What follows belongs to an exercise in optimizing a design on an open flow for small area; a production flow would make more cautious choices.
Only simulation tests tie the RTL to the original design; equivalence was not proved.
Power is estimated from default activity; no workload was simulated.

**flow/flow/run.sh**
```bash
#!/bin/bash
# Standard ORFS flow (unchanged synthesis), with the port buffers made from
# the smallest buffer cell instead of the default pick.
set -euo pipefail
bash standard.sh "BUFFER_PORTS_ARGS=-buffer_cell sky130_fd_sc_hd__buf_1" finish > standard.log 2>&1
```
**flow/standard.sh**
```bash
#!/bin/bash
# synth_recipe.tcl (not shown) runs the flow's synth.tcl, then flattens the netlist and writes it again
# the make line also repeats each setting of config.mk as NAME=value (left out here)
make -C /OpenROAD-flow-scripts/flow DESIGN_CONFIG=/design/flow/config.mk WORK_HOME=/design/flow/orfs CLKGATE_MAP_FILE= SYNTH_SCRIPT=/design/flow/synth_recipe.tcl "${@:-finish}"
```
**flow/config.mk**
```make
export PLATFORM = sky130hd
export DESIGN_NAME = video_uut
export DESIGN_NICKNAME = video_uut
export VERILOG_FILES = /design/flow/design.v
export SDC_FILE = /design/flow/constraint.sdc
export NUM_CORES = 4
export LEC_CHECK = 0
export CAP_MARGIN = 20
export CORE_MARGIN = 2
export CORE_UTILIZATION = 45
export SLEW_MARGIN = 20
```
**flow/constraint.sdc**
```tcl
create_clock -name core_clock -period 6.7 [get_ports {clk_i}]
set_input_delay 1.3400 -clock core_clock [delete_from_list [all_inputs] [get_ports {clk_i}]]
set_output_delay 1.3400 -clock core_clock [all_outputs]
set_load 0.01 [all_outputs]
```
**flow/design.v**
```verilog
module video_uut (
    input  wire         clk_i           , 
    input  wire         rst_i           , 
    input  wire         cen_i           , 
    input  wire         vid_sel_i       , 
    input  wire [29:0]  probes_i,
    input  wire [7:0]   square_length_1_i ,
    input  wire [7:0]   square_length_2_i ,
    input  wire [1:0]   speed_mult_1_i,
    input  wire [1:0]   speed_mult_2_i,
    input  wire [19:0]  vdat_bars_i     , 
    input  wire [19:0]  vdat_colour_i   , 
    input  wire [3:0]   fvht_i          , 
    output wire [3:0]   fvht_o          ,
    output wire [19:0]  video_o
);
reg [7:0]  square_length_1;
reg [7:0]  square_length_2;
reg [1:0]  speed_mult_1;
reg [1:0]  speed_mult_2;
reg [1:0]  speed_mult_3;
reg [3:0]  fvht_d1;
reg [3:0]  fvht_d2;
reg [3:0]  fvht_d3;
reg [11:0] column_counter;
reg [11:0] line_counter;
reg [19:0] probe_px;
reg [11:0] pos_x_1;
reg [10:0] pos_y_1;
reg [11:0] pos_x_2;
reg [10:0] pos_y_2;
reg [3:0]  direction;  
reg [19:0] sq1_px;
reg        sq1_on;
reg        sq2_on;
reg        sq2_odd;
reg [19:0] vdat_bars_d1;
reg [19:0] out_color;
reg [19:0] vid_d1;
function automatic [12:0] add12;    
    input [11:0] a;
    input [11:0] b;
    input        ci;
    integer i;
    reg c;
    begin
        c = ci;
        for (i = 0; i < 12; i = i + 1) begin
            add12[i] = a[i] ^ b[i] ^ c;
            c = (a[i] & b[i]) | (c & (a[i] ^ b[i]));
        end
        add12[12] = c;
    end
endfunction
function automatic lt12;            
    input [11:0] a;
    input [11:0] b;
    integer i;
    reg l;
    begin
        l = 1'b0;
        for (i = 0; i < 12; i = i + 1)
            l = (~a[i] & b[i]) | (~a[i] & l) | (b[i] & l);
        lt12 = l;
    end
endfunction
localparam [19:0] FLAT = {10'h050, 10'h200};
wire h_in = fvht_i[1];
wire h_d  = fvht_d1[1];
wire h_neg = ~h_in & h_d;
wire h_pos = h_in & ~h_d;
wire new_frame = fvht_i[2] & ~fvht_d1[2];
wire col_clr  = rst_i | (cen_i & h_neg);
wire line_clr = rst_i | (cen_i & h_pos & new_frame);
wire line_en  = cen_i & h_pos;
wire nf       = cen_i & new_frame;
wire [12:0] col_inc  = add12(column_counter, 12'd0, cen_i);
wire [12:0] line_inc = add12(line_counter, 12'd0, line_en);
wire [11:0] column_next = col_clr ? 12'd0 : col_inc[11:0];
wire [11:0] line_next   = line_clr ? 12'd0 : line_inc[11:0];
wire [12:0] sx1  = add12(pos_x_1, {4'b0, square_length_1}, 1'b0);
wire [12:0] sy1f = add12({1'b0, pos_y_1}, {4'b0, square_length_1}, 1'b0);
wire [12:0] sx2  = add12(pos_x_2, {4'b0, square_length_2}, 1'b0);
wire [12:0] sy2f = add12({1'b0, pos_y_2}, {4'b0, square_length_2}, 1'b0);
wire [10:0] sy1 = sy1f[10:0];
wire [10:0] sy2 = sy2f[10:0];
wire hit1 = lt12(pos_x_1, column_counter) && lt12(column_counter, sx1[11:0]) &&
            lt12({1'b0, pos_y_1}, line_counter) && lt12(line_counter, {1'b0, sy1});
wire hit2 = lt12(pos_x_2, column_counter) && lt12(column_counter, sx2[11:0]) &&
            lt12({1'b0, pos_y_2}, line_counter) && lt12(line_counter, {1'b0, sy2});
wire [3:0] p1 = (speed_mult_1 * speed_mult_3) & {4{nf}};
wire [3:0] p2 = (speed_mult_2 * speed_mult_3) & {4{nf}};
wire [12:0] mx1 = add12(pos_x_1, {{7{direction[0]}}, {p1, 1'b0} ^ {5{direction[0]}}}, direction[0]);
wire [12:0] my1 = add12({1'b0, pos_y_1}, {{7{direction[1]}}, {p1, 1'b0} ^ {5{direction[1]}}}, direction[1]);
wire [12:0] mx2 = add12(pos_x_2, {{7{direction[2]}}, {p2, 1'b0} ^ {5{direction[2]}}}, direction[2]);
wire [12:0] my2 = add12({1'b0, pos_y_2}, {{7{direction[3]}}, {p2, 1'b0} ^ {5{direction[3]}}}, direction[3]);
wire x1_oob = pos_x_1[11] | (pos_x_1[10:3] == 8'd0 && pos_x_1[2:0] < 3'd6);
wire x1_hi  = sx1 > 13'd1919;
wire y1_hi  = sy1 >= 11'd1124;
wire y1_lo  = pos_y_1 <= 11'd45;
wire x2_oob = pos_x_2[11] | (pos_x_2[10:3] == 8'd0 && pos_x_2[2:0] < 3'd6);
wire x2_hi  = sx2 >= 13'd1919;
wire y2_hi  = sy2 >= 11'd1124;
wire y2_lo  = pos_y_2 <= 11'd45;
wire [11:0] pos_x_1_next = (nf & x1_oob) ? 12'd6 :
                           (nf & x1_hi)  ? 12'd1918 - {4'b0, square_length_1} : mx1[11:0];
wire [10:0] pos_y_1_next = (nf & y1_hi)  ? 11'd1119 - {3'b0, square_length_1} :
                           (nf & y1_lo)  ? 11'd50 : my1[10:0];
wire [11:0] pos_x_2_next = (nf & x2_oob) ? 12'd6 :
                           (nf & x2_hi)  ? 12'd1915 - {4'b0, square_length_2} : mx2[11:0];
wire [10:0] pos_y_2_next = (nf & y2_hi)  ? 11'd1123 - {3'b0, square_length_2} :
                           (nf & y2_lo)  ? 11'd50 : my2[10:0];
wire [3:0] direction_next = {
    (nf & y2_hi) ? 1'b1 : (nf & y2_lo) ? 1'b0 : direction[3],
    (nf & x2_oob) ? 1'b0 : (nf & x2_hi) ? 1'b1 : direction[2],
    (nf & y1_hi) ? 1'b1 : (nf & y1_lo) ? 1'b0 : direction[1],
    (nf & x1_oob) ? 1'b0 : (nf & x1_hi) ? 1'b1 : direction[0]};
wire [19:0] probe_sel = {probes_i[29:20], column_next[0] ? probes_i[9:0] : probes_i[19:10]};
wire [19:0] sq2 = {10'h216, sq2_odd ? 10'h0cf : 10'h0fd};
wire both  = sq1_on & sq2_on;
wire any   = sq1_on | sq2_on;
wire mixed = vid_sel_i ? any : both;
wire [19:0] opx = sq1_on ? sq1_px : sq2_on ? sq2 : vid_sel_i ? vdat_bars_d1 : FLAT;
wire [19:0] opy = mixed ? (both ? sq2 : vdat_bars_d1) : 20'd0;
wire [12:0] sum_lf = add12({2'b0, opx[19:10]}, {2'b0, opy[19:10]}, 1'b0);
wire [12:0] sum_cf = add12({2'b0, opx[9:0]}, {2'b0, opy[9:0]}, 1'b0);
wire [19:0] out_next = {sum_lf[9:0], mixed ? {1'b0, sum_cf[9:1]} : sum_cf[9:0]};
always @(posedge clk_i) begin
    column_counter <= column_next;
    line_counter   <= line_next;
    if (rst_i) begin
        pos_x_1 <= 0;
        pos_y_1 <= 0;
        pos_x_2 <= 0;
        pos_y_2 <= 0;
        direction <= 0;
    end else begin
        pos_x_1 <= pos_x_1_next;
        pos_y_1 <= pos_y_1_next;
        pos_x_2 <= pos_x_2_next;
        pos_y_2 <= pos_y_2_next;
        direction <= direction_next;
    end
end
always @(posedge clk_i) begin
    if (rst_i) begin
        speed_mult_2 <= 0;
        fvht_d1 <= 0;
        fvht_d2 <= 0;
        fvht_d3 <= 0;
        sq1_on <= 0;
        sq2_on <= 0;
        vdat_bars_d1 <= 0;
        out_color <= 0;
        vid_d1 <= 0;
    end else if (cen_i) begin
        speed_mult_2 <= (~|speed_mult_2_i) ? 2'd1 : speed_mult_2_i;
        fvht_d1 <= fvht_i;
        fvht_d2 <= fvht_d1;
        fvht_d3 <= fvht_d2;
        sq1_on <= hit1 && (|probe_px);
        sq2_on <= hit2;
        vdat_bars_d1 <= vdat_bars_i;
        out_color <= out_next;
        vid_d1 <= out_color;
    end
end
always @(posedge clk_i) begin
    if (cen_i) begin
        square_length_1 <= (~|square_length_1_i) ? 8'd50 : square_length_1_i;
        square_length_2 <= (~|square_length_2_i) ? 8'd50 : square_length_2_i;
        speed_mult_1 <= (~|speed_mult_1_i) ? 2'd1 : speed_mult_1_i;
        speed_mult_3 <= speed_mult_2;
        probe_px <= probe_sel;
        sq1_px <= probe_px;
        sq2_odd <= column_counter[0];
    end
end
assign fvht_o  = fvht_d3;
assign video_o = vid_d1;
endmodule
```
==> impl_metrics.json, run 1 <==
{
  "grt_busiest_layer": "met1",
  "clk_latency_ns": 0.52,
  "layout.area.seq_sq_mm": 0.00483,
  "crit_arrival_ns": 6.09,
  "synthCells": 1274,
  "ir_worst_vdd_v": 0.000167,
  "routed_wl_um": 30000,
  "hold_viol": 0,
  "start_util_pct": 45.6,
  "synth_fp_nets": 1514,
  "ios": 122,
  "root_buffer": "clkbuf_16",
  "overflow": 0,
  "drc": 0,
  "dieArea_sq_mm": 0.0295,
  "grt_use_met1_pct": 32.0,
  "synth_area_per_cell_sq_um": 9.92,
  "critPathSlowestCell": "a311oi_1",
  "fin_nets": 1583,
  "path_max_fanout": 4,
  "cpMostUsedCell": "fa_1",
  "dp_hpwl_um": 22300,
  "cts_buffer_depth": 3,
  "rsz0062_at_grt": "false",
  "globalRouteMet2Util_pct": 30.4,
  "grt_use_met3_pct": 2.88,
  "ys_types": 73,
  "cts_tree": "yes",
  "synthArstFlopShare_pct": 0,
  "hp-class": "reg2reg",
  "synthToLayoutAreaGrowth_pct": 12.0,
  "synth_ff_type": "dfxtp_1",
  "ctsResizeCount": 0,
  "holdWs_ns": 0.450,
  "htreeDepth": 1,
  "numCtsBuffers": 24,
  "vias": 9219,
  "placed_cells": 1695,
  "period_share_pct": 85.0,
  "drtIter0Drc": 717,
  "status": "no timing/DRC/antenna violations",
  "yosys_warnings": 1,
  "critPathLaunchType": "register",
  "cap_violations": 0,
  "antenna-diode-count": 0,
  "stdcell_count": 1739,
  "yosysSeqAreaShare_pct": 38.2,
  "grt_pass1_vias": 8673,
  "core-area_sq_mm": 0.0277,
  "num_rows": 61,
  "p_leak_nw": 5.67,
  "powerDensity_mw_per_mm2": 225,
  "slew_headroom_pct": 39.9,
  "layout.cells.most_common_list": "nor2_1, dfxtp_1, inv_1, buf_1, fa_1",
  "cts.sinks": 211,
  "drive_above_1_share_pct": 5.88,
  "cts.clk_slew.worst_paths_ns": 0.06,
  "critPathTopFamily": "adder cells",
  "skew_ns": 0.0137,
  "grt_pass1_wl_um": 47400,
  "gp_congestion": 0.887,
  "worstPathRequired_ns": 7.10,
  "postRouteAntennaNets": 0,
  "port_buffers": 101,
  "maxSlewViolCount": 0,
  "fmax_ghz": 0.176,
  "final_util_pct": 51.1,
  "critPathBufInv": 3,
  "cpPeakStageDelay_ns": 0.57,
  "worst_slew_pin_slew_ns": 0.902,
  "firstDrtPassIters": 6,
  "post-cts-setup-buffer-count": 0,
  "postCtsHoldBufs": 0,
  "antenna_found_initial": 0,
  "setup_tns_ns": 0,
  "syn_area_sq_mm": 0.0126,
  "grt_util_all_layers_pct": 20.6,
  "n_fill_cell": 2542,
  "grt_max_degree": 137,
  "die_w_um": 172,
  "die_y_um": 172,
  "period_minus_slack_ns": 5.70,
  "finalSetupViolCount": 0,
  "synth-seq-cells": 211,
  "vias_per_cell": 5.30,
  "multi_input_area_sq_mm": 0.00712,
  "wl_per_cell_um": 17.2,
  "synth_edf_count": 61,
  "total_power_mw": 3.18,
  "final_common_cell": "nor2_1",
  "end_kind": "register",
  "worstPathCellList": "ha_1 > inv_1 > fa_1 > fa_1 > fa_1 > fa_1 > fa_1 > fa_1 > inv_1 > fa_1 > ha_1 > ha_1 > ha_1 > inv_1 > ha_1 > nand2_1 > o21ai_0 > nand4b_1 > a311oi_1 > a31oi_1 > a2111oi_2",
  "critical_path_class": "reg2reg"
}
[metal layers]
layer	routed length (um)	part of all wire, %
met2	12700	42
met4	579	1.9
met1	15200	51
met5	0	0
met3	1510	5.0
[worst reg2reg max path, delay by kind of cell (launching register included)]
| kind | cells | cell delay, ns |
|---|---|---|
| AOI/OAI and AO/OA | 4 | 1.27 |
| and+or+nand+nor | 2 | 0.31 |
| buffers and inverters | 3 | 0.17 |
| DFF | 1 | 0.42 |
| adders and majority gates | 12 | 3.41 |
[Yosys cell counts, types with 16 or more instances]
cell	instances	area, sq um
a21oi_1	70	350
and2_1	33	206
clkbuf_1	41	154
dfxtp_1	150	3000
edfxtp_1	61	1830
fa_1	82	1640
ha_1	60	751
inv_1	102	383
maj3_1	16	160
mux2i_1	74	741
nand2_1	65	244
nand2b_1	20	125
nor2_1	158	593
nor2b_1	16	100
nor4_1	20	125
o21ai_0	41	205
xnor2_1	44	385
[flip-flops by register name, summed over array words and instances (netlist names)]
register / cells
line_counter: 12
pos_x_2: 12
probe_px: 20
fvht_d2: 4
out_color: 20
square_length_2: 8
pos_x_1: 12
pos_y_1: 11
column_counter: 12
square_length_1: 8
speed_mult_1: 2
sq1_on: 1
vid_d1: 20
sq2_odd: 1
sq1_px: 20
sq2_on: 1
fvht_d3: 4
speed_mult_3: 2
vdat_bars_d1: 20
speed_mult_2: 2
fvht_d1: 4
pos_y_2: 11
direction: 4
[path summary, 6_finish.rpt]
kind / from / endpoint / slack (ns) / cells past startpoint
worst max-delay path: pos_x_1[0]$_SDFF_PP0_ / sq1_on$_SDFFE_PP0P_ / 1.00 / 21
worst min-delay path: probe_px[4]$_DFFE_PP_ / sq1_px[4]$_DFFE_PP_ / 0.45 / 0
worst max register to register: pos_x_1[0]$_SDFF_PP0_ / sq1_on$_SDFFE_PP0P_ / 1.00 / 21
worst min register to register: probe_px[4]$_DFFE_PP_ / sq1_px[4]$_DFFE_PP_ / 0.45 / 0
[cell families (layout without fill, tap and decap cells)]
| group | after synthesis | count (layout) | synth area share, % |
|---|---|---|---|
| compound gates | 222 | 222 | 11.4 |
| fa+ha+maj | 161 | 161 | 20.5 |
| buf+inv | 172 | 259 | 5.41 |
| xor+xnor | 51 | 51 | 3.53 |
| simple gates | 370 | 370 | 13.9 |
| mux | 87 | 87 | 7.02 |
| flops | 211 | 211 | 38.2 |
[metrics by stage]
step	area, sq um	setup WS [ns]
after CTS	14200	0.976
after detailed placement	13300	0.608
after global routing	14200	0.712
after global placement	13300	0.664
after floorplan	12600	0.924
final	14200	1.00
[layout make-up]
| cell class | instances | share of cell area [%] |
|---|---|---|
| Multi-Input combinational cell | 891 | 50.3 |
| Sequential cell | 211 | 34.2 |
| Clock buffer | 33 | 4.77 |
| Timing Repair Buffer | 111 | 3.35 |
| Tap cell | 378 | 3.34 |
| Inverter | 104 | 2.76 |
| Clock inverter | 11 | 1.30 |
[report_power, final]
part / switching (mW) / leakage, nW / total (mW) / internal, mW
Sequential: 0.0506 / 1.82 / 1.43 / 1.37
Combinational: 0.190 / 3.43 / 0.330 / 0.140
Clock: 0.529 / 0.423 / 1.43 / 0.899
==> run 2, diff against run 1 <==
--- a/flow/config.mk
+++ b/flow/config.mk
@@ -8,4 +8,7 @@
 export CAP_MARGIN = 20
 export CORE_MARGIN = 2
 export CORE_UTILIZATION = 45
+export CTS_BUF_LIST = sky130_fd_sc_hd__clkbuf_8
+export CTS_CLUSTER_DIAMETER = 80
+export CTS_CLUSTER_SIZE = 14
 export SLEW_MARGIN = 20
==> run 2 against run 1 <==
  * Synthesized cell count unchanged
  * Combinational power about the same
  * Cell area decreased by 3.8%
  * Critical path type unchanged
  * Largest cell class unchanged
  * Largest power group unchanged
  * Highest routed layer unchanged
==> impl_metrics.json, run 2 <==
{
  "drive_above_1_share_pct": 4.83,
  "end_kind": "register",
  "htreeDepth": 1,
  "synth_top_area_share_pct": 23.8,
  "antenna-diode-count": 0,
  "numCtsBuffers": 19,
  "ys_types": 73,
  "root_buffer": "clkbuf_8",
  "grt_pass1_wl_um": 47100,
  "vias": 9189,
  "cts.clk_slew.worst_paths_ns": 0.10,
  "layout.cells.most_common_list": "nor2_1, dfxtp_1, inv_1, buf_1, fa_1",
  "crit_arrival_ns": 6.11,
  "drc": 0,
  "clk_latency_ns": 0.54,
  "fin_nets": 1578,
  "final_common_cell": "nor2_1",
  "cts_buffer_depth": 3,
  "critical_path_class": "reg2reg",
  "yosysMostFrequentCell": "nor2_1",
  "setup_ws_ns": 1.01,
  "wl_per_cell_um": 17.3,
  "ctsResizeCount": 0,
  "dieArea_sq_mm": 0.0295,
  "worst_slew_pin_slew_ns": 0.859,
  "die_y_um": 172,
  "synth_fp_nets": 1514,
  "grt_util_all_layers_pct": 20.5,
  "gp_congestion": 0.887,
  "antenna_found_initial": 1,
  "slew_headroom_pct": 42.3,
  "reg2regPathDepth": 21,
  "synth_commonest_cells": "nor2_1, dfxtp_1, inv_1, fa_1, mux2i_1",
  "hold_viol": 0,
  "worstPathCellList": "ha_1 > inv_1 > fa_1 > fa_1 > fa_1 > fa_1 > fa_1 > fa_1 > inv_1 > fa_1 > ha_1 > ha_1 > ha_1 > inv_1 > ha_1 > nand2_1 > o21ai_0 > nand4b_1 > a311oi_1 > a31oi_1 > a2111oi_2",
  "synthToLayoutAreaGrowth_pct": 7.66,
  "yosys.area.top_type": "dfxtp_1",
  "synth.area.top_cells": "dfxtp_1, edfxtp_1, fa_1",
  "ir_worst_vdd_v": 0.000149,
  "routed_wl_um": 29900,
  "reg2reg_to": "sq1_on$_SDFFE_PP0P_",
  "yosysSeqAreaShare_pct": 38.2,
  "post-cts-setup-buffer-count": 0,
  "dp_hpwl_um": 22300,
  "path_max_fanout": 4,
  "min_from": "square_length_2[1]$_SDFFCE_PN1P_",
  "vias_per_cell": 5.33,
  "rsz0062_at_grt": "false",
  "cap_violations": 0,
  "port_buffers": 101,
  "finalSetupViolCount": 0,
  "drtIter0Drc": 744,
  "maxSlewViolCount": 0,
  "die_w_um": 172,
  "crit_start": "pos_x_1[0]$_SDFF_PP0_",
  "min_delay_path_depth": 1,
  "synthArstFlopShare_pct": 0,
  "postRouteAntennaNets": 0,
  "core-area_sq_mm": 0.0277,
  "cts.sinks": 211,
  "worstPathRequired_ns": 7.12,
  "grt_pass1_vias": 8566,
  "syn_area_sq_mm": 0.0126,
  "cpPeakStageDelay_ns": 0.57,
  "worst_r2r_startpoint": "pos_x_1[0]$_SDFF_PP0_",
  "synth_ff_type": "dfxtp_1",
  "start_util_pct": 45.6,
  "yosys_warnings": 1,
  "firstDrtPassIters": 5,
  "whs_endpoint": "pos_y_2[1]$_SDFF_PP0_",
  "cts_tree": "yes",
  "critPathSlowestCell": "a311oi_1",
  "period_share_pct": 84.9,
  "synth-seq-cells": 211,
  "cpMostUsedCell": "fa_1",
  "period_minus_slack_ns": 5.69,
  "postCtsHoldBufs": 0,
  "synth_edf_count": 61,
  "powerDensity_mw_per_mm2": 181,
  "synthCells": 1274,
  "overflow": 0,
  "reg2reg_slack_ns": 1.01,
  "p_leak_nw": 5.43,
  "ios": 122,
  "num_rows": 61,
  "hp-class": "reg2reg",
  "skew_ns": 0.0311,
  "dpl_worst_slack_ns": 0.608,
  "setup_tns_ns": 0,
  "critPathLaunchType": "register",
  "synth_area_per_cell_sq_um": 9.92,
  "status": "no timing/DRC/antenna violations",
  "grt_max_degree": 137,
  "fmax_ghz": 0.176
}
run 2: cell count changes in the layout (fill, tap and decap cells not counted), sizes merged:
cell,change
clkinvlp,+1
clkinv,-3
inv,+7
bufinv,-5
clkbuf,-14
run 2: worst max path at each step:
stage	to	slack [ns]
CTS	sq1_on$_SDFFE_PP0P_	0.98
global placement	pos_x_2[11]$_SDFF_PP0_	0.66
floorplan	pos_x_1[11]$_SDFF_PP0_	0.92
global route	sq1_on$_SDFFE_PP0P_	0.71
detailed placement	pos_x_2[11]$_SDFF_PP0_	0.61
finish	sq1_on$_SDFFE_PP0P_	1.01
run 2: where the power goes:
part	internal, mW	leakage [nW]	switching, mW	total [mW]
registers	1.37	1.82	0.0503	1.42
logic	0.140	3.43	0.190	0.330
clock network	0.269	0.189	0.445	0.714
total	1.78	5.43	0.686	2.47
run 2: logic make-up (layout without fill, tap and decap cells):
logic type | Yosys count | count (layout) | synth area share, %
AO/OA/AOI/OAI | 222 | 222 | 11.4
adder cells (fa/ha/maj) | 161 | 161 | 20.5
XOR/XNOR | 51 | 51 | 3.53
buffers and inverters | 172 | 245 | 5.41
multiplexers | 87 | 87 | 7.02
flip-flops | 211 | 211 | 38.2
AND/OR/NAND/NOR | 370 | 370 | 13.9
run 2: worst max-delay path, delay by kind of cell, from the launching register on:
family          cells  cell delay, ns
buf+inv             3            0.17
compound gates      4            1.27
simple gates        2            0.30
fa+ha+maj          12            3.40
flops               1            0.43
run 2: per-stage QoR:
stage               hold slack, ns  power (mW)  instances  area, sq um  utilization, %
global placement             0.438        1.78       1695        13300            48.0
CTS                          0.441        2.49       1725        13600            49.1
finish                       0.441        2.47       1725        13600            49.1
detailed placement           0.436        1.78       1695        13300            48.0
global route                 0.472        2.59       1725        13600            49.1
floorplan                    0.427        1.67       1274        12600               -
run 2: layer usage:
layer / vias to the layer above / track usage, % / wire length [um]
li1: 4505 / - / -
met3: 34 / 2.99 / 1670
met5: - / 0 / 0
met4: 0 / 4.27 / 561
met2: 241 / 30.3 / 12700
met1: 4409 / 31.6 / 15000
run 2: area by class of cell:
class | instances | area (sq um)
clock buffers | 19 | 262
repair buffers | 111 | 474
fillers | 2605 | 14100
clock inverters | 11 | 53.8
well taps | 378 | 473
multi-input cells | 891 | 7120
inverters | 104 | 390
flip-flops and latches | 211 | 4830
==> run 3, diff against run 2 <==
==> flow/flow/run.sh (replaced) <==
#!/bin/bash
# Standard ORFS flow (unchanged synthesis). Port buffers use the smallest
# buffer cell; gates off the critical paths are downsized after routing.
set -euo pipefail
bash standard.sh "BUFFER_PORTS_ARGS=-buffer_cell sky130_fd_sc_hd__buf_1" RECOVER_POWER=100 finish > standard.log 2>&1
==> run 3 against run 2 <==
  * The layout now fails its checks (max-capacitance violations, max-slew violations)
  * First-iteration DRC count is 0.27% higher
  * Hold slack better by 0.0018 ns
  * Power hardly changed
  * Clock power hardly changed
  * Sequential cell count stayed put
  * Critical path type is now in2reg
  * Critical endpoint is now pos_x_2[11]$_SDFF_PP0_
  * Largest power group unchanged
==> impl_metrics.json, run 3 <==
{
  "final_common_cell": "nor2_1",
  "yosysSeqAreaShare_pct": 38.2,
  "hp-class": "reg2reg",
  "drc": 0,
  "status": "failed layout checks",
  "synth_ff_type": "dfxtp_1",
  "total_power_mw": 2.46,
  "postRouteAntennaNets": 0,
  "clk_latency_ns": 0.54,
  "die_y_um": 172,
  "setup_ws_ns": 0.777,
  "clockPowerShare_pct": 29.0,
  "layout.cells.most_common_list": "nor2_1, dfxtp_1, inv_1, buf_1, fa_1",
  "net-switching-power_mw": 0.685,
  "routed_wl_um": 29800,
  "port_buffers": 101,
  "num_rows": 61,
  "p_sw_share_pct": 27.8,
  "synth-seq-cells": 211,
  "synth_commonest_cells": "nor2_1, dfxtp_1, inv_1, fa_1, mux2i_1",
  "combPwrFrac_pct": 13.3,
  "crit_arrival_ns": 6.40,
  "dieArea_sq_mm": 0.0295,
  "firstDrtPassIters": 5,
  "so.violations": "max-capacitance violations, max-slew violations",
  "start_util_pct": 45.6,
  "synth_area_per_cell_sq_um": 9.92,
  "worstPathRequired_ns": 7.18,
  "postCtsHoldBufs": 0,
  "holdWs_ns": 0.443,
  "worst_slew_pin_slew_ns": 2.95,
  "synth_edf_count": 61,
  "wl_per_cell_um": 17.3,
  "end_kind": "register",
  "ys_types": 73,
  "slew_headroom_pct": -96.5,
  "critical_path_class": "in2reg",
  "powerDensity_mw_per_mm2": 181,
  "yosysMostFrequentCell": "nor2_1",
  "hold_viol": 0,
  "grt_pass1_vias": 8566,
  "ir_worst_vdd_v": 0.000149,
  "synthToLayoutAreaGrowth_pct": 7.43,
  "numCtsBuffers": 19,
  "drtIter0Drc": 746,
  "synth_fp_nets": 1514,
  "internal-power_mw": 1.78,
  "root_buffer": "clkbuf_8",
  "seq_power_share_pct": 57.7,
  "fmax_ghz": 0.169,
  "final_util_pct": 49.0,
  "antenna_found_initial": 1,
  "htreeDepth": 1,
  "synthArstFlopShare_pct": 0,
  "fin_nets": 1578,
  "dpl_cell_area_sq_mm": 0.0133,
  "maxSlewViolCount": 111,
  "finalSetupViolCount": 0,
  "grt_util_all_layers_pct": 20.5,
  "antenna-diode-count": 0,
  "vias_per_cell": 5.32,
  "gp_congestion": 0.887,
  "p_leak_nw": 5.40,
  "die_w_um": 172,
  "finalInstanceArea_sq_mm": 0.0136,
  "setup_tns_ns": 0,
  "cts.clk_slew.worst_paths_ns": 0.10,
  "synth.area.top_cells": "dfxtp_1, edfxtp_1, fa_1",
  "vias": 9179,
  "rsz0062_at_grt": "false",
  "cts.sinks": 211,
  "period_share_pct": 88.4,
  "dp_hpwl_um": 22300,
  "overflow": 0,
  "yosys_warnings": 1,
  "cts_tree": "yes",
  "grt_pass1_wl_um": 47100,
  "synthCells": 1274,
  "stdcell_count": 1725,
  "core-area_sq_mm": 0.0277,
  "ctsResizeCount": 0,
  "yosys.area.top_type": "dfxtp_1",
  "n_fill_cell": 2609,
  "placed_cells": 1695,
  "period_minus_slack_ns": 5.92,
  "grt_max_degree": 137,
  "critPathLaunchType": "primary input",
  "path_max_fanout": 11,
  "ios": 122,
  "dpl_worst_slack_ns": 0.608,
  "cts_buffer_depth": 3,
  "drive_above_1_share_pct": 4.23,
  "skew_ns": 0.0269,
  "cap_violations": 2,
  "post-cts-setup-buffer-count": 0,
  "synth_top_area_share_pct": 23.8,
  "syn_area_sq_mm": 0.0126
}
==> run 3: cell counts after synthesis <==
Identical to the previous run, type by type.
==> run 3: cells by family (layout without fill, tap and decap cells) <==
logic type	after synthesis	after routing	share of synthesized area (%)
buf+inv	172	245	5.41
fa+ha+maj	161	161	20.5
xor+xnor	51	51	3.53
compound gates	222	222	11.4
simple gates	370	370	13.9
mux	87	87	7.02
flops	211	211	38.2
==> run 3: final cells by class <==
class	instances	area [sq um]	area share, %
multi-input cells	891	7120	52.4
clock buffers	19	262	1.93
inverters	104	390	2.87
clock inverters	11	53.8	0.396
repair buffers	111	452	3.33
well taps	378	473	3.48
flip-flops and latches	211	4830	35.6
==> run 3: path summary, 6_finish.rpt <==
check | slack [ns] | endpoint | start | depth (start not counted)
worst min-delay path | 0.44 | pos_y_2[1]$_SDFF_PP0_ | square_length_2[1]$_SDFFCE_PN1P_ | 1
worst max-delay path | 0.78 | pos_x_2[11]$_SDFF_PP0_ | cen_i | 20
worst min register to register | 0.44 | pos_y_2[1]$_SDFF_PP0_ | square_length_2[1]$_SDFFCE_PN1P_ | 1
worst max register to register | 0.83 | sq1_on$_SDFFE_PP0P_ | pos_x_1[0]$_SDFF_PP0_ | 21
==> run 3: critical path: stages <==
cell and delay (ns):
clkbuf_1 0.55, and2_0 0.22, buf_4 0.21, nand3_1 0.16, xnor2_1 0.23, fa_1 0.23, fa_1 0.18, fa_1 0.18
fa_1 0.16, inv_1 0.05, fa_1 0.38, fa_1 0.39, fa_1 0.39, fa_1 0.42, fa_1 0.40, fa_1 0.39
xnor2_1 0.20, xnor2_1 0.14, nand2_1 0.07, nor2_1 0.10
==> run 3: per-layer routing <==
metal  vias up  track usage (%)  share of wire [%]
met5         -                0                  0
met4         0             4.27                1.8
met3        34             2.99                5.7
met2       250             30.3                 42
met1      4393             31.6                 50
li1       4502                -                  -
==> run 3: power groups by stage <==
stage	clock network, mW	logic (mW)	registers [mW]
floorplan	0	0.236	1.43
global placement	0	0.324	1.45
detailed placement	0	0.328	1.45
CTS	0.741	0.330	1.42
global route	0.787	0.370	1.43
finish	0.714	0.328	1.42
==> run 4, diff against run 3 <==
==> flow/run.sh (new file) <==
#!/bin/bash
# synth_recipe.tcl (not shown) runs the flow's synth.tcl, then flattens the netlist and writes it again
# the make line also repeats each setting of config.mk as NAME=value (left out here)
make -C /OpenROAD-flow-scripts/flow DESIGN_CONFIG=/design/flow/config.mk WORK_HOME=/design/flow/orfs CLKGATE_MAP_FILE= SYNTH_SCRIPT=/design/flow/synth_recipe.tcl finish
--- a/flow/config.mk
+++ b/flow/config.mk
@@ -8,7 +8,7 @@
 export CAP_MARGIN = 20
 export CORE_MARGIN = 2
 export CORE_UTILIZATION = 45
-export CTS_BUF_LIST = sky130_fd_sc_hd__clkbuf_8
+export CTS_BUF_LIST = sky130_fd_sc_hd__clkbuf_16
 export CTS_CLUSTER_DIAMETER = 80
-export CTS_CLUSTER_SIZE = 14
+export CTS_CLUSTER_SIZE = 24
 export SLEW_MARGIN = 20
removed: flow/flow/run.sh
removed: flow/standard.sh
==> run 4 against run 3 <==
  * Now clean on timing, DRC and antenna
  * Maximum frequency down 2.2%
  * Count of clock-buffer cells in the layout down 4
  * Area after synthesis unchanged
  * Die area unchanged
  * First-iteration DRC count down 17%
  * Setup slack worse by 0.13 ns
  * Critical path type unchanged
==> impl_metrics.json, run 4 <==
{
  "rsz0062_at_grt": "false",
  "antenna_found_initial": 0,
  "period_share_pct": 90.4,
  "grt_pass1_wl_um": 48000,
  "globalRouteMet2Util_pct": 31.0,
  "wl_per_cell_um": 17.5,
  "firstDrtPassIters": 6,
  "synth_edf_count": 61,
  "min_from": "probe_px[0]$_DFFE_PP_",
  "critPathBufInv": 3,
  "num_rows": 61,
  "synthArstFlopShare_pct": 0,
  "ir_worst_vdd_v": 0.000150,
  "hp-class": "reg2reg",
  "synthCells": 1274,
  "internal-power_mw": 1.98,
  "critical_path_class": "in2reg",
  "ios": 122,
  "status": "no timing/DRC/antenna violations",
  "slew_headroom_pct": 38.3,
  "gp_congestion": 0.867,
  "worst_r2r_startpoint": "pos_x_1[0]$_SDFF_PP0_",
  "fmax_ghz": 0.165,
  "yosysSeqAreaShare_pct": 38.2,
  "start_util_pct": 45.6,
  "critPathTopFamily": "adder cells",
  "synth-seq-cells": 211,
  "synth_commonest_cells": "nor2_1, dfxtp_1, inv_1, fa_1, mux2i_1",
  "clockPowerShare_pct": 34.6,
  "ctsResizeCount": 0,
  "yosys_warnings": 1,
  "dp_hpwl_um": 22600,
  "combPwrFrac_pct": 13.3,
  "synthToLayoutAreaGrowth_pct": 14.1,
  "port_buffers": 101,
  "p_leak_nw": 5.76,
  "worstPathCellList": "clkdlybuf4s50_1 > and2b_2 > and2_1 > buf_4 > nand3_1 > xnor2_1 > fa_1 > fa_1 > fa_1 > fa_1 > inv_1 > fa_1 > fa_1 > fa_1 > fa_1 > fa_1 > fa_1 > xnor2_1 > xnor2_1 > nor3b_1",
  "drtIter0Drc": 620,
  "period_minus_slack_ns": 6.05,
  "syn_area_sq_mm": 0.0126,
  "cts.clk_slew.worst_paths_ns": 0.09,
  "grt_pass1_vias": 8888,
  "setup_tns_ns": 0,
  "numCtsBuffers": 15,
  "vias_per_cell": 5.32,
  "grt_use_met3_pct": 2.30,
  "antenna-diode-count": 0,
  "core-area_sq_mm": 0.0277,
  "post-cts-setup-buffer-count": 0,
  "yosysMostFrequentCell": "nor2_1",
  "final_common_cell": "nor2_1",
  "cap_violations": 0,
  "grt_use_met1_pct": 32.2,
  "end_kind": "register",
  "grt_busiest_layer": "met1",
  "vias": 9173,
  "cpMostUsedCell": "fa_1",
  "synth_area_per_cell_sq_um": 9.92,
  "postCtsHoldBufs": 0,
  "powerDensity_mw_per_mm2": 189,
  "routed_wl_um": 30200,
  "root_buffer": "clkbuf_16",
  "cts_buffer_depth": 3,
  "synth_top_area_share_pct": 23.8,
  "path_max_fanout": 5,
  "synth_fp_nets": 1514,
  "worstPathRequired_ns": 7.11,
  "cpPeakStageDelay_ns": 0.48,
  "die_w_um": 172,
  "die_y_um": 172,
  "maxSlewViolCount": 0,
  "seq_power_share_pct": 52.1,
  "crit_start": "fvht_i[2]",
  "net-switching-power_mw": 0.749,
  "cts.sinks": 211,
  "crit_arrival_ns": 6.47,
  "critPathSlowestCell": "clkdlybuf4s50_1",
  "dieArea_sq_mm": 0.0295,
  "critPathLaunchType": "primary input",
  "overflow": 0,
  "grt_max_degree": 146,
  "worst_slew_pin_slew_ns": 0.926,
  "grt_util_all_layers_pct": 20.9,
  "cts_tree": "yes",
  "drc": 0,
  "layout.cells.most_common_list": "nor2_1, dfxtp_1, inv_1, clkdlybuf4s50_1, fa_1",
  "postRouteAntennaNets": 0,
  "dpl_worst_slack_ns": 0.166,
  "finalSetupViolCount": 0,
  "ys_types": 73,
  "synth_ff_type": "dfxtp_1",
  "fin_nets": 1577,
  "htreeDepth": 1,
  "yosys.area.top_type": "dfxtp_1",
  "synth.area.top_cells": "dfxtp_1, edfxtp_1, fa_1",
  "hold_viol": 0,
  "drive_above_1_share_pct": 5.27,
  "skew_ns": 0.0257,
  "setup_ws_ns": 0.646,
  "p_sw_share_pct": 27.4,
  "clk_latency_ns": 0.50
}
run 4: stage by stage:
step                cells  area, sq um  total power [mW]  hold slack [ns]  util, %
finish               1724        14400              2.73            0.459     52.1
global route         1724        14400              2.85            0.471     52.1
CTS                  1724        14400              2.76            0.459     52.1
detailed placement   1698        13900              1.81            0.437     50.3
global placement     1698        13900              1.81            0.434     50.3
floorplan            1274        12600              1.67            0.427        -
run 4: kinds of logic after synthesis:
family                     Yosys count  synth area share [%]
and+or+nand+nor                    370                  13.9
AOI/OAI and AO/OA                  222                  11.4
DFF                                211                  38.2
buffers and inverters              172                  5.41
adders and majority gates          161                  20.5
muxes                               87                  7.02
xor gates and xnor gates            51                  3.53
run 4: worst paths after layout:
path | to | slack [ns] | depth (start not counted)
setup reg to reg | sq1_on$_SDFFE_PP0P_ | 1.00 | 21
hold / removal | sq1_px[0]$_DFFE_PP_ | 0.46 | 0
hold reg to reg | sq1_px[0]$_DFFE_PP_ | 0.46 | 0
setup / recovery | pos_x_1[11]$_SDFF_PP0_ | 0.65 | 20
run 4: area by class of cell:
cell class	count	area (sq um)
clock buffers	15	375
clock inverters	11	110
fillers	2537	13300
inverters	104	390
multi-input cells	891	7120
flip-flops and latches	211	4830
well taps	378	473
repair buffers	114	1120
run 4: metal layers:
metal	up-vias	routed length [um]
met3	44	1300
li1	4518	-
met4	0	739
met2	211	13100
met1	4400	15000
met5	-	0
run 4: power groups by stage:
stage / Sequential, mW / Combinational [mW] / Clock, mW
after detailed placement: 1.45 / 0.362 / 0
final: 1.42 / 0.363 / 0.946
after global placement: 1.45 / 0.358 / 0
after CTS: 1.42 / 0.365 / 0.971
after floorplan: 1.43 / 0.236 / 0
after global routing: 1.43 / 0.405 / 1.02
==> run 5, diff against run 4 <==
--- a/flow/config.mk
+++ b/flow/config.mk
@@ -8,7 +8,7 @@
 export CAP_MARGIN = 20
 export CORE_MARGIN = 2
 export CORE_UTILIZATION = 45
-export CTS_BUF_LIST = sky130_fd_sc_hd__clkbuf_16
-export CTS_CLUSTER_DIAMETER = 80
-export CTS_CLUSTER_SIZE = 24
+export CTS_BUF_LIST = sky130_fd_sc_hd__clkbuf_8
+export CTS_CLUSTER_DIAMETER = 60
+export CTS_CLUSTER_SIZE = 18
 export SLEW_MARGIN = 20
==> run 5 against run 4 <==
  * Still clean on timing, DRC and antenna
  * Maximum frequency grew 1.7%
  * Area after synthesis did not move
  * Count of clock-buffer cells in the layout is 9 higher
  * Hold slack is essentially flat
  * Combinational power about the same
  * Critical path depth is the same
  * Clock skew grew 0.0051 ns
  * Via count is 0.66% higher
  * Sequential power hardly changed
  * Power increased by 0.45%
  * Largest power group unchanged
==> impl_metrics.json, run 5 <==
{
  "status": "no timing/DRC/antenna violations",
  "synth_commonest_cells": "nor2_1, dfxtp_1, inv_1, fa_1, mux2i_1",
  "dp_hpwl_um": 22600,
  "antenna-diode-count": 0,
  "dpl_worst_slack_ns": 0.166,
  "synth_edf_count": 61,
  "wl_per_cell_um": 17.3,
  "end_kind": "register",
  "critPathBufInv": 3,
  "cts.sinks": 211,
  "skew_ns": 0.0308,
  "rsz0062_at_grt": "false",
  "cts.clk_slew.worst_paths_ns": 0.10,
  "maxSlewViolCount": 0,
  "yosys_warnings": 1,
  "slew_headroom_pct": 39.1,
  "critical_path_class": "in2reg",
  "holdWs_ns": 0.458,
  "port_buffers": 101,
  "cpMostUsedCell": "fa_1",
  "grt_max_degree": 146,
  "drc": 0,
  "firstDrtPassIters": 5,
  "grt_util_all_layers_pct": 20.9,
  "root_buffer": "clkbuf_8",
  "final_util_pct": 52.2,
  "cts_tree": "yes",
  "vias": 9234,
  "setup_ws_ns": 0.745,
  "cpPeakStageDelay_ns": 0.47,
  "clk_latency_ns": 0.58,
  "cts_buffer_depth": 3,
  "htreeDepth": 1,
  "cap_violations": 0,
  "crit_arrival_ns": 6.44,
  "powerDensity_mw_per_mm2": 190,
  "drive_above_1_share_pct": 6.46,
  "final_common_cell": "nor2_1",
  "critPathTopFamily": "adder cells",
  "postRouteAntennaNets": 0,
  "grt_pass1_vias": 8934,
  "stdcell_count": 1740,
  "numCtsBuffers": 23,
  "finalSetupViolCount": 0,
  "worst_slew_pin_slew_ns": 0.913,
  "grt_pass1_wl_um": 48000,
  "ir_worst_vdd_v": 0.000151,
  "synthArstFlopShare_pct": 0,
  "net-switching-power_mw": 0.813,
  "critPathLaunchType": "primary input",
  "post-cts-setup-buffer-count": 0,
  "start_util_pct": 45.6,
  "ys_types": 73,
  "synth_top_area_share_pct": 23.8,
  "critPathSlowestCell": "clkdlybuf4s50_1",
  "fmax_ghz": 0.168,
  "ios": 122,
  "period_share_pct": 88.9,
  "hold_viol": 0,
  "layout.cells.most_common_list": "nor2_1, dfxtp_1, inv_1, clkdlybuf4s50_1, fa_1",
  "num_rows": 61,
  "clockPowerShare_pct": 34.9,
  "synth_ff_type": "dfxtp_1",
  "ctsResizeCount": 0,
  "dieArea_sq_mm": 0.0295,
  "worstPathCellList": "clkdlybuf4s50_1 > and2b_2 > and2_1 > buf_4 > nand3_1 > xnor2_1 > fa_1 > fa_1 > fa_1 > fa_1 > inv_1 > fa_1 > fa_1 > fa_1 > fa_1 > fa_1 > fa_1 > xnor2_1 > xnor2_1 > nor3b_1",
  "p_sw_share_pct": 29.6,
  "p_leak_nw": 5.78,
  "period_minus_slack_ns": 5.95,
  "yosys.area.top_type": "dfxtp_1",
  "postCtsHoldBufs": 0,
  "fin_nets": 1585,
  "antenna_found_initial": 0,
  "seq_power_share_pct": 51.9,
  "routed_wl_um": 30200,
  "syn_area_sq_mm": 0.0126,
  "hp-class": "reg2reg",
  "path_max_fanout": 5,
  "worstPathRequired_ns": 7.19,
  "die_w_um": 172,
  "synth.area.top_cells": "dfxtp_1, edfxtp_1, fa_1",
  "synth_area_per_cell_sq_um": 9.92,
  "core-area_sq_mm": 0.0277,
  "setup_tns_ns": 0,
  "synthToLayoutAreaGrowth_pct": 14.4,
  "gp_congestion": 0.867,
  "placed_cells": 1698,
  "vias_per_cell": 5.31,
  "die_y_um": 172,
  "yosysSeqAreaShare_pct": 38.2,
  "synth_fp_nets": 1514,
  "overflow": 0,
  "combPwrFrac_pct": 13.2,
  "synthCells": 1274,
  "yosysMostFrequentCell": "nor2_1",
  "synth-seq-cells": 211,
  "internal-power_mw": 1.93,
  "drtIter0Drc": 512
}
[run 5: cell count changes in the layout (fill, tap and decap cells not counted), moves of 3 or more]
cell,change
clkbuf_16,-15
clkbuf_8,+24
clkinv_4,+3
inv_8,+4
[run 5: power by group through the flow]
stage / sequential, mW / combinational (mW) / clock (mW)
6_report: 1.42 / 0.363 / 0.958
5_1_grt: 1.43 / 0.405 / 1.04
4_1_cts: 1.42 / 0.365 / 0.992
3_5_place_dp: 1.45 / 0.362 / 0
3_3_place_gp: 1.45 / 0.358 / 0
2_1_floorplan: 1.43 / 0.236 / 0
[run 5: final timing paths]
kind                                               end                             start  depth (start not counted)  slack (ns)
worst max-delay path            pos_x_1[11]$_SDFF_PP0_                         fvht_i[2]                         20        0.75
worst min-delay path               sq1_px[0]$_DFFE_PP_             probe_px[0]$_DFFE_PP_                          0        0.46
worst max register to register     sq1_on$_SDFFE_PP0P_  square_length_1[1]$_SDFFCE_PN1P_                         20        0.92
worst min register to register     sq1_px[0]$_DFFE_PP_             probe_px[0]$_DFFE_PP_                          0        0.46
[run 5: per-layer routing]
| metal | global-route usage (%) | wire length, um | vias to the layer above |
|---|---|---|---|
| met4 | 5.16 | 702 | 0 |
| met3 | 2.74 | 1360 | 41 |
| met1 | 31.8 | 15100 | 4432 |
| met5 | 0 | 0 | - |
| met2 | 31.2 | 13000 | 221 |
| li1 | - | - | 4540 |
[run 5: cell families after synthesis]
logic type,after synthesis,synth area share (%)
and+or+nand+nor,370,13.9
buffers and inverters,172,5.41
AOI/OAI and AO/OA,222,11.4
DFF,211,38.2
adders and majority gates,161,20.5
muxes,87,7.02
xor gates and xnor gates,51,3.53
[run 5: stage by stage]
| step | power [mW] | instance area [sq um] |
|---|---|---|
| 2_1_floorplan | 1.67 | 12600 |
| 3_3_place_gp | 1.81 | 13900 |
| 3_5_place_dp | 1.81 | 13900 |
| 4_1_cts | 2.78 | 14500 |
| 5_1_grt | 2.87 | 14500 |
| 6_report | 2.74 | 14500 |
[run 5: area by class of cell]
cell class,count,area (sq um)
Fill cell,2555,13200
Multi-Input combinational cell,891,7120
Sequential cell,211,4830
Timing Repair Buffer,114,1120
Tap cell,378,473
Inverter,104,390
Clock buffer,24,330
Clock inverter,18,194
[run 5: worst reg2reg max path, delay by kind of cell, from the launching register on]
family                   cells  cell delay [ns]
flip-flops                   1             0.41
AND/OR/NAND/NOR              2             0.32
AO/OA/AOI/OAI                4             1.33
buffers and inverters        3             0.27
adder cells (fa/ha/maj)     11             3.34
==> run 6, diff against run 5 <==
==> flow/flow/run.sh (new file) <==
#!/bin/bash
# Standard ORFS flow (unchanged synthesis). Port buffers use the smallest
# buffer cell; the clock tree uses clkbuf_8 sink clusters of up to 14 flops
# and no dummy loads.
set -euo pipefail
bash standard.sh \
  "BUFFER_PORTS_ARGS=-buffer_cell sky130_fd_sc_hd__buf_1" \
  "CTS_ARGS=-sink_clustering_enable -repair_clock_nets -buf_list sky130_fd_sc_hd__clkbuf_8 -sink_clustering_size 14 -sink_clustering_max_diameter 80 -dont_use_dummy_load" \
  finish > standard.log 2>&1
==> flow/standard.sh (new file) <==
#!/bin/bash
# synth_recipe.tcl (not shown) runs the flow's synth.tcl, then flattens the netlist and writes it again
# the make line also repeats each setting of config.mk as NAME=value (left out here)
make -C /OpenROAD-flow-scripts/flow DESIGN_CONFIG=/design/flow/config.mk WORK_HOME=/design/flow/orfs CLKGATE_MAP_FILE= SYNTH_SCRIPT=/design/flow/synth_recipe.tcl "${@:-finish}"
--- a/flow/config.mk
+++ b/flow/config.mk
@@ -8,7 +8,4 @@
 export CAP_MARGIN = 20
 export CORE_MARGIN = 2
 export CORE_UTILIZATION = 45
-export CTS_BUF_LIST = sky130_fd_sc_hd__clkbuf_8
-export CTS_CLUSTER_DIAMETER = 60
-export CTS_CLUSTER_SIZE = 18
 export SLEW_MARGIN = 20
removed: flow/run.sh
==> run 6 against run 5 <==
  * Critical path depth rose by 1
  * Die area unchanged
  * Sequential power about the same
  * Area after synthesis unchanged
  * Still clean on timing, DRC and antenna
  * Cell area shrank 6.3%
  * Synthesized cell count unchanged
  * Via count decreased by 1.1%
  * Routed wire length decreased by 1.2%
  * Sequential cell count is the same
  * Utilization shrank 3.3 points
  * Critical endpoint is now sq1_on$_SDFFE_PP0P_
  * Clock skew grew 0.022 ns
  * Hold slack lost 0.052 ns
==> impl_metrics.json, run 6 <==
{
  "status": "no timing/DRC/antenna violations",
  "skew_ns": 0.0527,
  "dp_hpwl_um": 22300,
  "cts_tree": "yes",
  "reg2reg_slack_ns": 1.0,
  "critical_path_class": "reg2reg",
  "finalInstanceArea_sq_mm": 0.0136,
  "core-area_sq_mm": 0.0277,
  "crit_start": "pos_x_1[0]$_SDFF_PP0_",
  "vias_per_cell": 5.33,
  "drive_above_1_share_pct": 4.64,
  "antenna_found_initial": 1,
  "layout.cells.most_common_list": "nor2_1, dfxtp_1, inv_1, buf_1, fa_1",
  "worst_slew_pin_slew_ns": 0.877,
  "n_fill_cell": 2600,
  "grt_pass1_vias": 8561,
  "synth-seq-cells": 211,
  "start_util_pct": 45.6,
  "powerDensity_mw_per_mm2": 179,
  "final_common_cell": "nor2_1",
  "period_share_pct": 85.1,
  "grt_pass1_wl_um": 47100,
  "gp_congestion": 0.887,
  "finalSetupViolCount": 0,
  "min_delay_path_depth": 1,
  "path_max_fanout": 4,
  "synthToLayoutAreaGrowth_pct": 7.23,
  "hold_viol": 0,
  "synth_edf_count": 61,
  "multi_input_area_sq_mm": 0.00712,
  "min_from": "square_length_2[1]$_SDFFCE_PN1P_",
  "cap_violations": 0,
  "overflow": 0,
  "dieArea_sq_mm": 0.0295,
  "period_minus_slack_ns": 5.70,
  "drtIter0Drc": 702,
  "vias": 9131,
  "final_util_pct": 48.9,
  "grt_max_degree": 137,
  "dpl_worst_slack_ns": 0.608,
  "synth.area.top_cells": "dfxtp_1, edfxtp_1, fa_1",
  "p_leak_nw": 5.38,
  "routed_wl_um": 29800,
  "numCtsBuffers": 19,
  "synth_commonest_cells": "nor2_1, dfxtp_1, inv_1, fa_1, mux2i_1",
  "post-cts-setup-buffer-count": 0,
  "cts_buffer_depth": 3,
  "reg2reg_to": "sq1_on$_SDFFE_PP0P_",
  "fmax_ghz": 0.175,
  "layout.area.seq_sq_mm": 0.00483,
  "ctsResizeCount": 0,
  "ys_types": 73,
  "reg2regPathDepth": 21,
  "whs_endpoint": "pos_y_2[1]$_SDFF_PP0_",
  "fin_nets": 1578,
  "ir_worst_vdd_v": 0.000111,
  "syn_area_sq_mm": 0.0126,
  "setup_tns_ns": 0,
  "synth_ff_type": "dfxtp_1",
  "postRouteAntennaNets": 0,
  "maxSlewViolCount": 0,
  "slew_headroom_pct": 41.1,
  "worstPathRequired_ns": 7.10,
  "synth_fp_nets": 1514,
  "critPathLaunchType": "register",
  "rsz0062_at_grt": "false",
  "yosysSeqAreaShare_pct": 38.2,
  "num_rows": 61,
  "end_kind": "register",
  "firstDrtPassIters": 8,
  "yosys_warnings": 1,
  "die_y_um": 172,
  "yosys.area.top_type": "dfxtp_1",
  "synthCells": 1274,
  "worst_r2r_startpoint": "pos_x_1[0]$_SDFF_PP0_",
  "port_buffers": 101,
  "synth_area_per_cell_sq_um": 9.92,
  "synth_top_area_share_pct": 23.8,
  "setup_ws_ns": 0.997,
  "hp-class": "reg2reg",
  "postCtsHoldBufs": 0,
  "wl_per_cell_um": 17.4,
  "yosysMostFrequentCell": "nor2_1",
  "total_power_mw": 2.42,
  "cts.sinks": 211,
  "root_buffer": "clkbuf_8",
  "crit_arrival_ns": 6.11,
  "cts.clk_slew.worst_paths_ns": 0.10,
  "antenna-diode-count": 0,
  "clk_latency_ns": 0.54,
  "die_w_um": 172,
  "ios": 122,
  "drc": 0,
  "dpl_cell_area_sq_mm": 0.0133,
  "synthArstFlopShare_pct": 0,
  "grt_util_all_layers_pct": 20.5,
  "htreeDepth": 1
}
-- run 6: cell types whose count changed in the layout (fill, tap and decap cells not counted), moves of 2 or more --
cell	change
clkinv_8	-3
clkinv_4	-3
clkbuf_8	-5
inv_8	-4
clkbuf_4	+2
clkdlybuf4s50_1	-99
buf_1	+99
inv_6	-5
buf_4	-4
-- run 6: final cells by class --
type | instances | area share [%]
clock buffer | 19 | 1.93
inverter | 104 | 2.88
multi-input combinational | 891 | 52.5
sequential | 211 | 35.7
tap | 378 | 3.49
timing repair buffer | 111 | 3.50
-- run 6: worst max-delay path by stage --
stage / to / slack, ns
2_1_floorplan: pos_x_1[11]$_SDFF_PP0_ / 0.92
3_3_place_gp: pos_x_2[11]$_SDFF_PP0_ / 0.66
3_5_place_dp: pos_x_2[11]$_SDFF_PP0_ / 0.61
4_1_cts: sq1_on$_SDFFE_PP0P_ / 0.99
5_1_grt: sq1_on$_SDFFE_PP0P_ / 0.72
6_report: sq1_on$_SDFFE_PP0P_ / 1.0
-- run 6: through the flow --
stage,hold WS (ns),instances
finish,0.406,1714
CTS,0.405,1714
floorplan,0.427,1274
global route,0.435,1714
global placement,0.438,1695
detailed placement,0.436,1695
-- run 6: kinds of logic (layout without fill, tap and decap cells) --
family,after synthesis,in the layout,share of synthesized area (%)
compound gates,222,222,11.4
fa+ha+maj,161,161,20.5
xor+xnor,51,51,3.53
buf+inv,172,234,5.41
mux,87,87,7.02
flops,211,211,38.2
simple gates,370,370,13.9
-- run 6: worst max-delay path: stages, from the launching register on --
cell and delay [ns]:
dfxtp_1 0.43, ha_1 0.18, inv_1 0.05, fa_1 0.37, fa_1 0.39, fa_1 0.38, fa_1 0.41, fa_1 0.40
fa_1 0.36, inv_1 0.07, fa_1 0.16, ha_1 0.14, ha_1 0.14, ha_1 0.16, inv_1 0.05, ha_1 0.32
nand2_1 0.06, o21ai_0 0.18, nand4b_1 0.25, a311oi_1 0.57, a31oi_1 0.18, a2111oi_2 0.34
-- run 6: routing by layer --
layer,vias up,global-route usage [%],wire (um)
li1,4494,-,-
met1,4366,31.6,15100
met2,234,30.3,12600
met3,37,2.99,1500
met4,0,4.27,589
met5,-,0,0
-- run 6: report_power, final --
part	switching (mW)	internal, mW	leakage, nW
Sequential	0.0504	1.37	1.82
Combinational	0.190	0.140	3.43
Clock	0.417	0.255	0.137
==> run 7, diff against run 6 <==
--- a/flow/config.mk
+++ b/flow/config.mk
@@ -7,5 +7,5 @@
 export LEC_CHECK = 0
 export CAP_MARGIN = 20
 export CORE_MARGIN = 2
-export CORE_UTILIZATION = 45
+export CORE_UTILIZATION = 65
 export SLEW_MARGIN = 20
==> run 7 against run 6 <==
  * Cell area down 0.77%
  * Setup slack lost 0.13 ns
  * Sequential cell count unchanged
  * Highest routed layer unchanged
  * Power decreased by 0.75%
  * Still clean on timing, DRC and antenna
  * Non-clock buffer count is 4 higher
  * Hold slack gained 0.042 ns
  * Critical path type unchanged
  * Largest power group unchanged
  * Largest cell class unchanged
  * Via count rose by 1.2%
==> impl_metrics.json, run 7 <==
{
  "synthArstFlopShare_pct": 0,
  "synth_xor_area_share_pct": 3.53,
  "cpPeakStageDelay_ns": 0.53,
  "end_kind": "register",
  "n_fill_cell": 1584,
  "setup_tns_ns": 0,
  "yosysMostFrequentCell": "nor2_1",
  "synth_top_area_share_pct": 23.8,
  "hp-class": "reg2reg",
  "start_util_pct": 65.6,
  "wl_per_cell_um": 17.4,
  "worstPathCellList": "ha_1 > inv_1 > fa_1 > fa_1 > fa_1 > fa_1 > fa_1 > fa_1 > inv_1 > fa_1 > ha_1 > ha_1 > ha_1 > inv_1 > ha_1 > nand2_1 > o21ai_0 > nand4b_1 > a311oi_1 > a31oi_1 > a2111oi_2",
  "drtIter0Drc": 517,
  "yosys.area.top_type": "dfxtp_1",
  "gp_congestion": 0.902,
  "reg2reg_slack_ns": 0.87,
  "clockPowerShare_pct": 27.3,
  "critical_path_class": "reg2reg",
  "ctsResizeCount": 0,
  "antenna-diode-count": 0,
  "htreeDepth": 1,
  "cts.sinks": 211,
  "grt_util_all_layers_pct": 27.7,
  "seq_power_share_pct": 59.1,
  "cts_tree": "yes",
  "clk_latency_ns": 0.53,
  "finalSetupViolCount": 0,
  "postRouteAntennaNets": 0,
  "dp_hpwl_um": 21200,
  "synth_top_family_by_area": "adder cells",
  "post-cts-setup-buffer-count": 0,
  "synthCells": 1274,
  "period_minus_slack_ns": 5.83,
  "vias": 9240,
  "ios": 122,
  "worst_r2r_startpoint": "square_length_1[0]$_SDFFCE_PN0P_",
  "grt_pass1_vias": 8483,
  "synthSimpleGateAreaFrac_pct": 13.9,
  "setup_ws_ns": 0.868,
  "wl_met2_um": 12200,
  "combPwrFrac_pct": 13.6,
  "period_share_pct": 87.1,
  "multi_input_area_sq_mm": 0.00712,
  "grt_pass1_wl_um": 44500,
  "maxSlewViolCount": 0,
  "yosysSeqAreaShare_pct": 38.2,
  "layout.cells.most_common_list": "nor2_1, dfxtp_1, inv_1, buf_1, fa_1",
  "cpMostUsedCell": "fa_1",
  "ir_worst_vdd_v": 0.000172,
  "wl_met1_um": 13600,
  "critPathLaunchType": "register",
  "postCtsHoldBufs": 0,
  "fin_nets": 1582,
  "routed_wl_um": 27900,
  "synthToLayoutAreaGrowth_pct": 6.41,
  "layout.area.seq_sq_mm": 0.00483,
  "synth_fp_nets": 1514,
  "p_leak_nw": 5.40,
  "min_delay_path_depth": 0,
  "status": "no timing/DRC/antenna violations",
  "synthAdderAreaFrac_pct": 20.5,
  "syn_area_sq_mm": 0.0126,
  "die_y_um": 143,
  "drc": 0,
  "synth_area_per_cell_sq_um": 9.92,
  "synth-seq-cells": 211,
  "port_buffers": 101,
  "vias_per_cell": 5.76,
  "top_layer": "met4",
  "reg2reg_to": "sq1_on$_SDFFE_PP0P_",
  "root_buffer": "clkbuf_8",
  "synth_ff_type": "dfxtp_1",
  "cap_violations": 0,
  "synth.area.mux_share_pct": 7.02,
  "reg2regPathDepth": 21,
  "antenna_found_initial": 0,
  "synth-compound-area-share_pct": 11.4,
  "dpl_cell_area_sq_mm": 0.0132,
  "placed_cells": 1585,
  "final_common_cell": "nor2_1",
  "numCtsBuffers": 19,
  "cts.clk_slew.worst_paths_ns": 0.10,
  "stdcell_count": 1605,
  "fmax_ghz": 0.171,
  "num_rows": 51,
  "ys_types": 73,
  "p_sw_share_pct": 26.5,
  "powerDensity_mw_per_mm2": 179,
  "hold_viol": 0,
  "firstDrtPassIters": 7,
  "crit_arrival_ns": 6.26,
  "finalInstanceArea_sq_mm": 0.0135,
  "skew_ns": 0.0250,
  "worstPathRequired_ns": 7.12,
  "dpl_worst_slack_ns": 0.531,
  "worst_slew_pin_slew_ns": 1.08,
  "total_power_mw": 2.41,
  "final_util_pct": 69.8,
  "net-switching-power_mw": 0.638,
  "holdWs_ns": 0.448,
  "yosys_warnings": 1,
  "synth_edf_count": 61,
  "core-area_sq_mm": 0.0193,
  "wl_met3_um": 1520,
  "cts_buffer_depth": 3,
  "synth.area.top_cells": "dfxtp_1, edfxtp_1, fa_1",
  "slew_headroom_pct": 28.0,
  "dieArea_sq_mm": 0.0206,
  "whs_endpoint": "sq1_px[8]$_DFFE_PP_",
  "critPathSlowestCell": "edfxtp_1",
  "overflow": 0,
  "path_max_fanout": 6,
  "rsz0062_at_grt": "false",
  "internal-power_mw": 1.77,
  "drive_above_1_share_pct": 4.93,
  "die_w_um": 143,
  "min_from": "probe_px[8]$_DFFE_PP_",
  "grt_max_degree": 106,
  "synth_commonest_cells": "nor2_1, dfxtp_1, inv_1, fa_1, mux2i_1"
}
## run 7: cell counts after synthesis
No cell type changed its count.
## run 7: layout make-up
type,count,area share (%)
Clock buffer,19,1.94
Inverter,104,2.90
Tap cell,265,2.46
Sequential cell,211,35.9
Timing Repair Buffer,115,3.80
Multi-Input combinational cell,891,53.0
## run 7: routing by layer
| metal | vias to the layer above | GRT usage, % |
|---|---|---|
| met5 | - | 0 |
| met4 | 0 | 6.45 |
| met3 | 40 | 3.67 |
| met2 | 243 | 41.9 |
| met1 | 4438 | 42.5 |
| li1 | 4519 | - |
## run 7: power by group through the flow
| stage | clock, mW | combinational, mW | sequential [mW] |
|---|---|---|---|
| 2_1_floorplan | 0 | 0.236 | 1.43 |
| 3_3_place_gp | 0 | 0.318 | 1.45 |
| 3_5_place_dp | 0 | 0.323 | 1.45 |
| 4_1_cts | 0.685 | 0.326 | 1.42 |
| 5_1_grt | 0.725 | 0.367 | 1.43 |
| 6_report | 0.657 | 0.328 | 1.42 |
## run 7: critical path: cells and delay by family (launching register included)
family                   cells  cell delay [ns]
AO/OA/AOI/OAI                4             1.21
buffers and inverters        3             0.18
flip-flops                   1             0.53
adder cells (fa/ha/maj)     12             3.48
AND/OR/NAND/NOR              2             0.34
## run 7: worst max-delay path by stage
stage / to / from
after floorplan: pos_x_1[11]$_SDFF_PP0_ / cen_i
after global placement: pos_x_2[11]$_SDFF_PP0_ / fvht_i[2]
after detailed placement: pos_x_2[11]$_SDFF_PP0_ / fvht_i[2]
after CTS: sq1_on$_SDFFE_PP0P_ / square_length_1[0]$_SDFFCE_PN0P_
after global routing: sq1_on$_SDFFE_PP0P_ / square_length_1[0]$_SDFFCE_PN0P_
final: sq1_on$_SDFFE_PP0P_ / square_length_1[0]$_SDFFCE_PN0P_
## run 7: kinds of logic after synthesis
logic type	Yosys count
flops	211
xor+xnor	51
mux	87
simple gates	370
compound gates	222
buf+inv	172
fa+ha+maj	161
==> run 8, diff against run 7 <==
--- a/flow/design.v
+++ b/flow/design.v
@@ -133,15 +133,15 @@
         pos_y_1 <= 0;
         pos_x_2 <= 0;
         pos_y_2 <= 0;
-        direction <= 0;
     end else begin
         pos_x_1 <= pos_x_1_next;
         pos_y_1 <= pos_y_1_next;
         pos_x_2 <= pos_x_2_next;
         pos_y_2 <= pos_y_2_next;
-        direction <= direction_next;
     end
 end
+always @(posedge clk_i)
+    direction <= direction_next;
 always @(posedge clk_i) begin
     if (rst_i) begin
         speed_mult_2 <= 0;
--- a/flow/config.mk
+++ b/flow/config.mk
@@ -7,5 +7,5 @@
 export LEC_CHECK = 0
 export CAP_MARGIN = 20
 export CORE_MARGIN = 2
-export CORE_UTILIZATION = 65
+export CORE_UTILIZATION = 45
 export SLEW_MARGIN = 20
==> run 8 against run 7 <==
  * Critical path type is now in2reg
  * Critical endpoint is now pos_x_2[11]$_SDFF_PP0_
  * Sequential power is 16% higher
  * Largest cell class unchanged
  * Non-clock buffer count down 2
  * Combinational power rose to 4.3 times the previous value
==> impl_metrics.json, run 8 <==
{
  "drtIter0Drc": 811,
  "start_util_pct": 45.4,
  "firstDrtPassIters": 7,
  "critPathLaunchType": "primary input",
  "grt_pass1_vias": 8797,
  "fmax_ghz": 0.176,
  "p_leak_nw": 5.39,
  "yosys_warnings": 1,
  "end_kind": "register",
  "gp_congestion": 0.893,
  "cts.clk_slew.worst_paths_ns": 0.10,
  "port_buffers": 101,
  "worst_slew_pin_slew_ns": 0.934,
  "final_util_pct": 48.9,
  "synth_fp_nets": 1497,
  "antenna_found_initial": 1,
  "ctsResizeCount": 0,
  "synth_edf_count": 61,
  "core-area_sq_mm": 0.0276,
  "grt_util_all_layers_pct": 20.5,
  "ios": 122,
  "yosys.area.top_type": "dfxtp_1",
  "antenna-diode-count": 0,
  "root_buffer": "clkbuf_8",
  "setup_tns_ns": 0,
  "path_max_fanout": 18,
  "synth-seq-cells": 211,
  "clk_latency_ns": 0.54,
  "vias_per_cell": 5.35,
  "num_rows": 61,
  "final_common_cell": "nor2_1",
  "dieArea_sq_mm": 0.0292,
  "cts_buffer_depth": 3,
  "cap_violations": 0,
  "grt_max_degree": 76,
  "fin_nets": 1569,
  "die_y_um": 171,
  "drive_above_1_share_pct": 4.37,
  "drc": 0,
  "placed_cells": 1686,
  "syn_area_sq_mm": 0.0125,
  "slew_headroom_pct": 37.7,
  "yosysMostFrequentCell": "nor2_1",
  "worstPathRequired_ns": 7.16,
  "crit_arrival_ns": 6.16,
  "synth_commonest_cells": "nor2_1, dfxtp_1, inv_1, fa_1, mux2i_1",
  "powerDensity_mw_per_mm2": 276,
  "rsz0062_at_grt": "false",
  "numCtsBuffers": 19,
  "post-cts-setup-buffer-count": 0,
  "status": "no timing/DRC/antenna violations",
  "wl_per_cell_um": 17.4,
  "period_share_pct": 85.0,
  "postCtsHoldBufs": 0,
  "layout.cells.most_common_list": "nor2_1, dfxtp_1, buf_1, inv_1, fa_1",
  "ir_worst_vdd_v": 0.000196,
  "synthArstFlopShare_pct": 0,
  "vias": 9119,
  "overflow": 0,
  "postRouteAntennaNets": 0,
  "total_power_mw": 3.73,
  "synth_top_area_share_pct": 24.0,
  "period_minus_slack_ns": 5.70,
  "die_w_um": 171,
  "yosysSeqAreaShare_pct": 38.6,
  "synth_ff_type": "dfxtp_1",
  "skew_ns": 0.0385,
  "critical_path_class": "in2reg",
  "stdcell_count": 1705,
  "dp_hpwl_um": 22700,
  "holdWs_ns": 0.453
}
-- run 8: changes by cell type after synthesis, moves of 6 or more --
cell,delta
o21ai_0,-30
o22ai_1,-8
nand2b_1,+6
nand3_1,+6
buf_2,-9
maj3_1,+9
o21ai_1,+17
clkbuf_1,+13
inv_1,-8
-- run 8: stage by stage --
step	setup WS [ns]	cell area, sq um
2_1_floorplan	0.820	12500
3_3_place_gp	0.549	13300
3_5_place_dp	0.449	13300
4_1_cts	0.998	13500
5_1_grt	0.695	13500
6_report	1.00	13500
-- run 8: area by class of cell --
type / count / area, sq um / area share (%)
clock buffers: 19 / 262 / 1.94
inverters: 99 / 372 / 2.75
multi-input cells: 885 / 7090 / 52.5
flip-flops and latches: 211 / 4830 / 35.8
well taps: 378 / 473 / 3.50
repair buffers: 113 / 477 / 3.53
-- run 8: kinds of logic (layout without fill, tap and decap cells) --
family	after synthesis	in the layout	share of synthesized area (%)
muxes	87	87	7.07
AOI/OAI and AO/OA	201	201	10.6
xor gates and xnor gates	50	50	3.49
and+or+nand+nor	376	376	14.0
DFF	211	211	38.6
buffers and inverters	161	231	4.82
adders and majority gates	171	171	21.4
-- run 8: worst paths after layout --
check,to,startpoint,cells after the start,slack [ns]
max,pos_x_2[11]$_SDFF_PP0_,fvht_i[2],19,1.00
min,sq1_px[16]$_DFFE_PP_,probe_px[16]$_DFFE_PP_,0,0.45
max reg2reg,sq2_on$_SDFFE_PP0P_,square_length_2[0]$_SDFFCE_PN0P_,21,1.15
min reg2reg,sq1_px[16]$_DFFE_PP_,probe_px[16]$_DFFE_PP_,0,0.45
-- run 8: per-layer routing --
metal / GRT usage, % / part of all wire (%) / up-vias
li1: - / - / 4456
met4: 4.20 / 1.5 / 0
met2: 32.7 / 46 / 218
met1: 29.5 / 47 / 4410
met3: 3.31 / 5.8 / 35
met5: 0 / 0 / -
-- run 8: power breakdown --
group	internal [mW]	total [mW]	switching (mW)	leakage (nW)
clock	0.255	0.668	0.413	0.137
sequential	1.46	1.65	0.191	1.83
combinational	0.657	1.41	0.750	3.43
-- run 8: worst max-delay path, cell delays in order --
cell and delay [ns]:
buf_1 0.10, nor2b_1 0.26, and2_1 0.32, buf_4 0.31, nand2_1 0.14, xor2_1 0.20, fa_1 0.22, fa_1 0.19
fa_1 0.16, inv_1 0.05, fa_1 0.39, fa_1 0.39, fa_1 0.40, fa_1 0.41, fa_1 0.39, fa_1 0.38
xor2_1 0.18, xnor2_1 0.13, nor3b_1 0.19
